Background: an optimization exercise with open tools, aiming at small area and few clock cycles. Do not read the settings as production practice.
In this exercise RTL edits were held to simulation tests only and were not proved equivalent to the original.
Power is estimated from default activity; no workload was simulated.

## exp/maple
## c6502
module c6502
(
    input               clock,
    input               ce,
    input               reset_n,
    output reg  [15:0]  address,
    input       [ 7:0]  in,
    output      [ 7:0]  out,
    output              we
);
localparam [3:0]
    F   = 4'd0,      
    FA  = 4'd1,      
    OP1 = 4'd2,      
    OP2 = 4'd3,      
    IP1 = 4'd4,      
    IP2 = 4'd5,      
    DAT = 4'd6,      
    BR  = 4'd7,      
    BRH = 4'd8,      
    PSH = 4'd9,      
    PUL = 4'd10,     
    JS1 = 4'd11,     
    JS2 = 4'd12,     
    PL  = 4'd13,     
    PH  = 4'd14;     
localparam [1:0] C0 = 2'd0, C1 = 2'd1, CC = 2'd2, CT_ = 2'd3;
reg [7:0] A, X, Y, S, IR, ABL, ABH, PCL, PCH;
reg       N, V, D, I, Z, C, CT;
reg [3:0] st;
wire isF = (st == F) | (st == FA);
wire [2:0] aaa = IR[7:5];
wire [2:0] bbb = IR[4:2];
wire [1:0] cc  = IR[1:0];
  ...
Size: about 920 cells after synthesis, about 36 I/O pins, roughly 6100 sq um of cells after synthesis.
==> flow/config.mk <==
export PLATFORM = sky130hd
export DESIGN_NAME = c6502
export DESIGN_NICKNAME = c6502
export VERILOG_FILES = /design/flow/design.v
export SDC_FILE = /design/flow/constraint.sdc
export NUM_CORES = 4
export LEC_CHECK = 0
export CAP_MARGIN = 20
export CORE_MARGIN = 2
export CORE_UTILIZATION = 40
export SLEW_MARGIN = 20
==> flow/constraint.sdc <==
create_clock -name core_clock -period 10.0 [get_ports {clock}]
set_input_delay 2.0000 -clock core_clock [delete_from_list [all_inputs] [get_ports {clock}]]
set_output_delay 2.0000 -clock core_clock [all_outputs]
set_load 0.01 [all_outputs]
standard.sh (not shown) runs the stock make flow with config.mk's settings and CLKGATE_MAP_FILE= SYNTH_SCRIPT=/design/flow/synth_recipe.tcl, a recipe that flattens the netlist after the stock synthesis.
==> flow/flow/run.sh <==
#!/bin/bash
# Standard layout, except that the combinational part of the standard
# synthesis netlist is mapped again for area (flip-flops untouched), and the
# port buffers use the smallest buffer cell.
set -euo pipefail
RES=orfs/results/sky130hd/c6502/base
PORTBUF="BUFFER_PORTS_ARGS=-buffer_cell sky130_fd_sc_hd__buf_1"
bash standard.sh synth > synth.log 2>&1
cp $RES/1_2_yosys.v $RES/1_2_yosys_standard.v
bash flow/remap.sh $RES/1_2_yosys_standard.v $RES/1_2_yosys.v "$PWD/flow/area.abc" remap.log
rm -f $RES/1_synth.odb $RES/1_synth.sdc
bash standard.sh "$PORTBUF" finish > layout.log 2>&1
Other scripts of this flow, unchanged in this note and not shown: flow/flow/area.abc, flow/flow/dont_use.txt, flow/flow/remap.sh
Both conditions hold for exp/maple: the flow ran to the end and the final layout passed the timing, DRC and antenna checks.
Testbench counts of exp/maple, summed over its fixed seeds: cycles 84,884.
Edits applied to the flow inputs when going from exp/maple to exp/indigo:
- ABC_AREA now 1, previously not set
- GPL_TIMING_DRIVEN now 0, previously not set
Results
Summary of exp/indigo over exp/maple: clock network contribution to total cell area picked up an extra 0.46 points, via count lost about 7%, path length in cells of the critical path picked up an extra 15. exp/indigo: utilization higher than exp/maple. Compared with exp/maple, in exp/indigo cell count after placement shrank by 7.0%, count of placed standard cells in the final layout, fillers left out moved down, delay of the slowest cell on the worst path has decreased, fraction of cell area in non-clock buffers went down.
Input-level comparison between exp/ember and exp/indigo:
- CORE_UTILIZATION now 60, was 40
==> notes.md <==
Number of cells after detailed placement | exp/ember below exp/indigo. exp/ember vs. exp/indigo: number of ordinary and repair buffers in the finished layout decreased 4, shortest clock period the worst path allows after layout increased 180 ps, core footprint decreased 5000 sq um.

* * *

c6502, a different RTL version from the one above (not shown whole).
Size in the first run: about 860 cells after synthesis, roughly 36 I/O pins.
==> flow/design.v (excerpt) <==
module c6502
(
    input               clock,
    input               ce,
    input               reset_n,
    output reg  [15:0]  address,
    input       [ 7:0]  in,
    output      [ 7:0]  out,
    output              we
);
==> flow/config.mk <==
export PLATFORM = sky130hd
export DESIGN_NAME = c6502
export DESIGN_NICKNAME = c6502
export VERILOG_FILES = /design/flow/design.v
export SDC_FILE = /design/flow/constraint.sdc
export NUM_CORES = 4
export LEC_CHECK = 0
export ABC_AREA = 1
export CAP_MARGIN = 20
export CORE_MARGIN = 2
export CORE_UTILIZATION = 40
export GPL_TIMING_DRIVEN = 0
export SLEW_MARGIN = 20
==> flow/constraint.sdc <==
create_clock -name core_clock -period 10.0 [get_ports {clock}]
set_input_delay 2.0000 -clock core_clock [delete_from_list [all_inputs] [get_ports {clock}]]
set_output_delay 2.0000 -clock core_clock [all_outputs]
set_load 0.01 [all_outputs]
==> flow/flow/area.abc <==
strash
dch -f
amap
strash
dch -f
amap -m
topo
dnsize
Scripts as last shown in full above: flow/flow/run.sh
Other scripts of this flow, unchanged in this note and not shown: flow/flow/dont_use.txt, flow/flow/remap.sh
Testbench counts at the start, summed over its fixed seeds: cycles 85,565.
Rerun with:
==> flow/flow/run.sh (replaced) <==
#!/bin/bash
# Standard layout, except that:
# - the combinational part of the standard synthesis netlist is mapped again
#   for area (flip-flops untouched: same names, cells and connections);
# - the port buffers use the smallest buffer cell;
# - clock tree synthesis uses clkbuf_8 and inserts no dummy loads.
set -euo pipefail
RES=orfs/results/sky130hd/c6502/base
VARS=("BUFFER_PORTS_ARGS=-buffer_cell sky130_fd_sc_hd__buf_1"
      "CTS_ARGS=-sink_clustering_enable -repair_clock_nets -dont_use_dummy_load -buf_list sky130_fd_sc_hd__clkbuf_8")
bash standard.sh synth > synth.log 2>&1
cp $RES/1_2_yosys.v $RES/1_2_yosys_standard.v
bash flow/remap.sh $RES/1_2_yosys_standard.v $RES/1_2_yosys.v "$PWD/flow/area.abc" remap.log
rm -f $RES/1_synth.odb $RES/1_synth.sdc
bash standard.sh "${VARS[@]}" finish > layout.log 2>&1
==> flow/flow/area.abc (replaced) <==
strash
&get -n
&deepsyn -T 60
&put
amap -m
topo
dnsize
Settings changed: CORE_UTILIZATION 40 to 55.
Result: First-iteration DRC count went up by 1.1%. Clock-buffer cell count is lower by 3. Worst setup slack is better by 0.15 ns. Sequential share of layout area increases by 3.3 points. Power came out lower by 29%.
Rerun with:
==> flow/flow/run.sh (replaced) <==
#!/bin/bash
# Standard layout, except that the combinational part of the standard
# synthesis netlist is mapped again for area (flip-flops untouched), and the
# port buffers use the smallest buffer cell.
set -euo pipefail
RES=orfs/results/sky130hd/c6502/base
PORTBUF="BUFFER_PORTS_ARGS=-buffer_cell sky130_fd_sc_hd__buf_1"
bash standard.sh synth > synth.log 2>&1
cp $RES/1_2_yosys.v $RES/1_2_yosys_standard.v
bash flow/remap.sh $RES/1_2_yosys_standard.v $RES/1_2_yosys.v "$PWD/flow/area.abc" remap.log
rm -f $RES/1_synth.odb $RES/1_synth.sdc
bash standard.sh "$PORTBUF" finish > layout.log 2>&1
Settings changed: CORE_UTILIZATION 55 to 40.
What happened:
- clock power increases by 88%
- sequential share of layout area decreases by 1.2 points
- core utilization decreases by 15 points
- sequential power is about the same
- via count decreases by 1.5%
- worst hold slack got worse by 0.0042 ns
- wire length increases by 5.1%
- clock-buffer cell count does not change
- fmax decreases by 1.8%
- synthesized area stays the same
- setup slack got worse by 0.17 ns

* * *

## the previous run
Another version of the RTL of c6502 (not shown whole).
Size in the first run: roughly 36 I/O pins.
clock: 10.0 ns
lec_check: 0
abc_area: 1
cap_margin: 20
core_margin: 2
core_utilization: 70
gpl_timing_driven: 0
slew_margin: 20
==> flow/flow/run.sh <==
#!/bin/bash
# Standard layout, except that:
# - the combinational part of the standard synthesis netlist is mapped again
#   for area, in two passes, keeping the smaller (flip-flops untouched: same names, cells and connections);
# - the port buffers use the smallest buffer cell;
# - clock tree synthesis uses clkbuf_8 and inserts no dummy loads.
set -euo pipefail
RES=orfs/results/sky130hd/c6502/base
VARS=("BUFFER_PORTS_ARGS=-buffer_cell sky130_fd_sc_hd__buf_1"
      "CTS_ARGS=-sink_clustering_enable -repair_clock_nets -dont_use_dummy_load -buf_list sky130_fd_sc_hd__clkbuf_8")
bash standard.sh synth > synth.log 2>&1
cp $RES/1_2_yosys.v $RES/1_2_yosys_standard.v
bash flow/remap.sh $RES/1_2_yosys_standard.v $RES/1_2_yosys_pass1.v "$PWD/flow/area.abc" remap1.log
bash flow/remap.sh $RES/1_2_yosys_pass1.v $RES/1_2_yosys_pass2.v "$PWD/flow/area.abc" remap2.log
# keep the smaller of the two passes
a1=$(grep "Chip area" remap1.log | tail -1 | awk '{print $NF}')
a2=$(grep "Chip area" remap2.log | tail -1 | awk '{print $NF}')
if awk -v a="$a1" -v b="$a2" 'BEGIN { exit !(b < a) }'; then
  cp $RES/1_2_yosys_pass2.v $RES/1_2_yosys.v
else
  cp $RES/1_2_yosys_pass1.v $RES/1_2_yosys.v
fi
rm -f $RES/1_synth.odb $RES/1_synth.sdc
bash standard.sh "${VARS[@]}" finish > layout.log 2>&1
Other scripts of this flow, unchanged in this note and not shown: flow/flow/area.abc, flow/flow/dont_use.txt, flow/flow/remap.sh
Testbench counts of the previous run, summed over its fixed seeds: cycles 85,565.
Inputs modified between the previous run and the current run:
- CORE_UTILIZATION changed from 70 to 60
-- flow/flow/run.sh --
<<< the previous run, line 5
# - the port buffers use the smallest buffer cell;
# - clock tree synthesis uses clkbuf_8 and inserts no dummy loads.
set -euo pipefail
>>> the current run, line 5
# - the port buffers use the smallest buffer cell;
# - clock tree synthesis uses clkbuf_8 and inserts no dummy loads;
# - after global routing, gates with slack to spare are downsized (RECOVER_POWER).
set -euo pipefail
<<< the previous run, line 9
VARS=("BUFFER_PORTS_ARGS=-buffer_cell sky130_fd_sc_hd__buf_1"
      "CTS_ARGS=-sink_clustering_enable -repair_clock_nets -dont_use_dummy_load -buf_list sky130_fd_sc_hd__clkbuf_8")
bash standard.sh synth > synth.log 2>&1
>>> the current run, line 10
VARS=("BUFFER_PORTS_ARGS=-buffer_cell sky130_fd_sc_hd__buf_1"
      "CTS_ARGS=-sink_clustering_enable -repair_clock_nets -dont_use_dummy_load -buf_list sky130_fd_sc_hd__clkbuf_8"
      "RECOVER_POWER=100")
bash standard.sh synth > synth.log 2>&1
[summary]
- Ran to the end and failed final checks on capacitance limit, slew limit: the current run.
- The run showing the greater area growth from synthesis to layout is the current run.
- Looking at capturing instance or port of the critical path, the out[6] result is from the current run; the out[7] one comes from the previous run.
- Compare the previous run and the current run | wire length after detailed routing lower: the previous run
- Summary: with the previous run as the reference, total power in the current run moved down slightly.
- Across both runs, maximum frequency was lower for the current run than for the previous run.
- Compare the previous run and the current run | weighted congestion reported at the end of routability-driven placement lower: the current run

-- port drivers added, routing unchanged --
Ports are ideal in the flow. The routed layouts listed here were re-timed in OpenROAD. Step 1: set_driving_cell puts a clkbuf_16 on clock and a buf_2 on each other input, an assumption about the parent block. Step 2 also shifts input and output timing later by t, the mid clock arrival at the registers, as if the neighbouring blocks saw the same clock. a / b / c = ideal ports / drivers / drivers and shift; a / b = the first two.
run | t, ns | setup WS [ns] | worst hold slack (ns) | worst register clock-pin slew, ns | worst data-port slew with drivers (ns)
exp/maple | 0.392 | 1.004 / 1.004 / 0.972 | 0.469 / 0.469 / 0.469 | 0.07 / 0.07 | 0.03
exp/indigo | 0.397 | 0.812 / 0.812 / 0.779 | 0.482 / 0.482 / 0.482 | 0.07 / 0.07 | 0.04
exp/ember | 0.400 | 0.632 / 0.632 / 0.632 | 0.491 / 0.491 / 0.491 | 0.10 / 0.10 | 0.03
the first run of note 2 | 0.399 | 0.473 / 0.426 / 0.825 | 0.463 / 0.463 / 0.463 | 0.07 / 0.07 | 0.03
the second run of note 2 | 0.380 | 0.623 / 0.590 / 0.970 | 0.463 / 0.463 / 0.463 | 0.09 / 0.09 | 0.03
the third run of note 2 | 0.394 | 0.450 / 0.408 / 0.802 | 0.458 / 0.458 / 0.458 | 0.07 / 0.07 | 0.03
the previous run | 0.391 | 0.563 / 0.529 / 0.919 | 0.469 / 0.469 / 0.469 | 0.10 / 0.10 | 0.03
the current run | 0.391 | 0.362 / 0.328 / 0.718 | 0.469 / 0.469 / 0.469 | 0.10 / 0.10 | 0.03
For exp/indigo, which loses most, drivers alone change the setup slack by 0.000 ns; drivers and shift together by -0.033 ns.
